What follows belongs to an exercise in optimizing a design on an open flow for a short achievable clock period and few clock cycles; a production flow would make more cautious choices.
Where RTL was checked, it was by simulation tests only, not by an equivalence proof against the original.
Power is estimated from default activity; no workload was simulated.

run A:
// cpu_top
module cpu_top
    (
    input clk,
    input rst_n,
    input [31:0] inst_mem_data_i,
    output [31:0] inst_mem_addr_o,
    output [31:0] data_mem_data_o,
    input [31:0] data_mem_data_i,
    output [31:0] data_mem_addr_i,
    output data_mem_we_i,
    output [3:0] data_mem_wstrb_i,
    output data_mem_re_i
    );
Size: roughly 1900 flip-flops, roughly 170 I/O pins.
export LEC_CHECK = 0
export ABC_CLOCK_PERIOD_IN_PS = 3500
export CAP_MARGIN = 20
export CORE_MARGIN = 2
export CORE_UTILIZATION = 40
export PLACE_DENSITY = 0.6
export SLEW_MARGIN = 20
create_clock -name core_clock -period 12.0 [get_ports {clk}]
standard.sh (not shown) runs the stock make flow with config.mk's settings and CLKGATE_MAP_FILE= SYNTH_SCRIPT=/design/flow/synth_recipe.tcl, a recipe that flattens the netlist after the stock synthesis.
==> flow/flow/run.sh <==
#!/bin/bash
set -euo pipefail
bash standard.sh SETUP_SLACK_MARGIN=8.7 "BUFFER_PORTS_ARGS=-buffer_cell sky130_fd_sc_hd__buf_4" finish > standard_flow.log 2>&1
Testbench counts of run A, summed over its fixed seeds: cycles 31,675.
The following lists how run B was set up differently from run A:
diff --git a/flow/design.v b/flow/design.v
--- a/flow/design.v
+++ b/flow/design.v
@@ -148,25 +148,27 @@
 wire s_and  = alu_ri & (f3 == 3'b111);
 wire s_link = is_lui | is_auipc | is_jal | is_jalr;
 wire [2:0] bf = f3;
 wire c_eq  = br_check & ((bf == 3'b000) ? ~br_pred_taken : (bf == 3'b001) ?  br_pred_taken : 1'b0);
 wire c_ne  = br_check & ((bf == 3'b001) ? ~br_pred_taken : (bf == 3'b000) ?  br_pred_taken : 1'b0);
 wire c_lt  = br_check & ((bf == 3'b100) ? ~br_pred_taken : (bf == 3'b101) ?  br_pred_taken : 1'b0);
 wire c_ge  = br_check & ((bf == 3'b101) ? ~br_pred_taken : (bf == 3'b100) ?  br_pred_taken : 1'b0);
 wire c_ltu = br_check & ((bf == 3'b110) ? ~br_pred_taken : (bf == 3'b111) ?  br_pred_taken : 1'b0);
 wire c_geu = br_check & ((bf == 3'b111) ? ~br_pred_taken : (bf == 3'b110) ?  br_pred_taken : 1'b0);
 wire [31:0] opa  = e_fa_m ? m_res : e_rs1v;
 wire [31:0] opb  = e_fb_m ? m_res : e_rs2v;
 wire [31:0] sdat = opb;
-wire [31:0] addr = opa + e_imm;       
+wire [31:0] addr_e = e_rs1v + e_imm;
+wire [31:0] addr_m = m_res + e_imm;
+wire [31:0] addr   = e_fa_m ? addr_m : addr_e;
 wire signed [31:0] opa_s = opa;
 wire signed [31:0] opb_s = opb;
 wire [31:0] sum_ee  = e_rs1v + e_rs2v;
 wire [31:0] sum_em  = e_rs1v + m_res;
 wire [31:0] sum_me  = m_res + e_rs2v;
 wire [31:0] sum_mm  = {m_res[30:0], 1'b0};
 wire [31:0] diff_ee = e_rs1v - e_rs2v;
 wire [31:0] diff_em = e_rs1v - m_res;
 wire [31:0] diff_me = m_res - e_rs2v;
 wire [31:0] sll  = opa << opb[4:0];
 wire [31:0] srl  = opa >> opb[4:0];
 wire [31:0] sra  = opa_s >>> opb[4:0];
Findings:
Every stage of the flow completed for run B, and the final layout passed the timing, design-rule and antenna checks. The run with more setup slack is run B; run A has less. Run B -> run A: area of the die flat. Higher worst-case vdd ir drop goes to run B over run A. Compare run B and run A | transition at the pin with the smallest max-transition slack higher: run B. Run B against run A: clock transition at the register clock pins on the worst setup and hold paths after CTS essentially unchanged; cell count along the critical path up 14. In the metrics for run B and run A, the one carrying the higher all-layer global routing usage is run B.
Testbench counts of run B, summed over its fixed seeds: cycles 31,675.

========
Setup of the reference run:
cpu_top, a different RTL version from the one above (not shown whole).
For scale: about 1300 flip-flops.
clock: 12.0 ns
lec_check: 0
abc_clock_period_in_ps: 4000
cap_margin: 20
core_margin: 2
core_utilization: 30
place_density: 0.45
setup_slack_margin: 5
slew_margin: 20
run.sh (not shown) runs the stock make flow with config.mk's settings and CLKGATE_MAP_FILE= SYNTH_SCRIPT=/design/flow/synth_recipe.tcl, a recipe that flattens the netlist after the stock synthesis.
Stock flow here: none of the scripts above is used.
Input changes introduced in the trial run (baseline for comparison: the reference run):
-- flow/design.v --
<<< the reference run, line 35
reg [31:0] w_res;
reg [4:0]  w_rd;
reg [31:0] regs [1:31];
wire [31:0] inst = d_inst;
wire [4:0]  op   = inst[6:2];
>>> the trial run, line 35
reg [31:0] w_res;
reg [4:0]  w_rd;
wire [31:0] regs [0:31];
assign regs[0] = 32'd0;
genvar gi;
generate
    for (gi = 1; gi < 32; gi = gi + 1) begin : rf
        reg [31:0] q;
        always @(posedge clk) begin
            if (w_rw && (w_rd == gi)) q <= w_res;
        end
        assign regs[gi] = q;
    end
endgenerate
wire [31:0] inst = d_inst;
wire [4:0]  op   = inst[6:2];
<<< the reference run, line 124
wire        eq   = (opa == opb);
wire        ltu  = (opa < opb);
wire        lt   = ($signed(opa) < $signed(opb));
wire [31:0] sll  = opa << opb[4:0];
wire [31:0] srl  = opa >> opb[4:0];
wire [31:0] sra  = $signed(opa) >>> opb[4:0];
wire [31:0] alu_res =
      ({32{e_s_add}}  & sum)
>>> the trial run, line 135
wire        eq   = (opa == opb);
wire        ltu  = (opa < opb);
wire signed [31:0] opa_s = opa;
wire signed [31:0] opb_s = opb;
wire        lt   = (opa_s < opb_s);
wire [31:0] sll  = opa << opb[4:0];
wire [31:0] srl  = opa >> opb[4:0];
wire [31:0] sra  = opa_s >>> opb[4:0];
wire [31:0] alu_res =
      ({32{e_s_add}}  & sum)
<<< the reference run, line 240
    w_rd  <= m_rd;
end
always @(posedge clk) begin
    if (w_rw) regs[w_rd] <= w_res;
end
endmodule
>>> the trial run, line 253
    w_rd  <= m_rd;
end
endmodule
Findings:
The trial run was carried through to the last stage, and its layout satisfied the timing, design-rule and antenna checks.
Comparing actual transition at the worst max-transition pin for the trial run and the reference run, the smaller number came from the reference run.
Re post-CTS setup buffer count: the trial run is 24 down on the reference run.
Die width: the trial run and the reference run compared, higher one is the reference run
The higher number of signal-net inverters in the final layout of the trial run and the reference run is in the trial run.
Per the comparison of the trial run with the reference run, sequential cell count +54, area of the mapped netlist dropped about 4%, number of gates resized after CTS fell by 78.
Highest achievable clock rate on the trial run is ahead of the reference run.
The critical path endpoint comes out pc_f[7]$_DFFE_PN0P_ in one run and pc_f[17]$_DFFE_PN0P_ in the other, namely in the trial run and the reference run respectively.
The run showing the greater total power of the final layout is the trial run.
The trial run vs the reference run: final instance area down by a few percent
Of the trial run and the reference run, the reference run shows the lower pin count of the biggest net entering global routing, with the trial run above it.
Comparing the trial run and the reference run, power per standard cell area is lower on the reference run.
The via count reported for the trial run is higher than the one for the reference run.
Combinational group share of total power for the trial run is lower than for the reference run.
Testbench counts of the trial run, summed over its fixed seeds: cycles 33,149.
The RTL of the reference run was laid out without a check of its function.

[port drivers added, routing unchanged]
Ports are ideal in the flow. The routed layouts listed here were re-timed in OpenROAD. Step 1 sets driving cells, clkbuf_16 on the clock port and buf_2 on the other inputs (assumed; they add their load-dependent delay and slew). Step 2 times the ports against the registers' clock, not the clock port: input delays grow and output delays shrink by t, the midpoint of the rising clock arrivals with the driver on. a / b / c = ideal / step 1 / step 2; a / b = the first two.
run | t (ns) | setup WS [ns] | worst slew at a driven data input, ns
run A | 0.967 | 8.076 / 7.984 / 7.616 | 0.17
run B | 0.968 | 8.114 / 8.030 / 7.588 | 0.15
the reference run | 0.907 | 5.089 / 5.089 / 5.089 | 0.06
the trial run | 0.909 | 5.916 / 5.916 / 5.916 | 0.13
After both steps every run listed still meets setup and hold. For run B, which loses most, drivers alone change the setup slack by -0.084 ns; drivers and shift together by -0.526 ns.
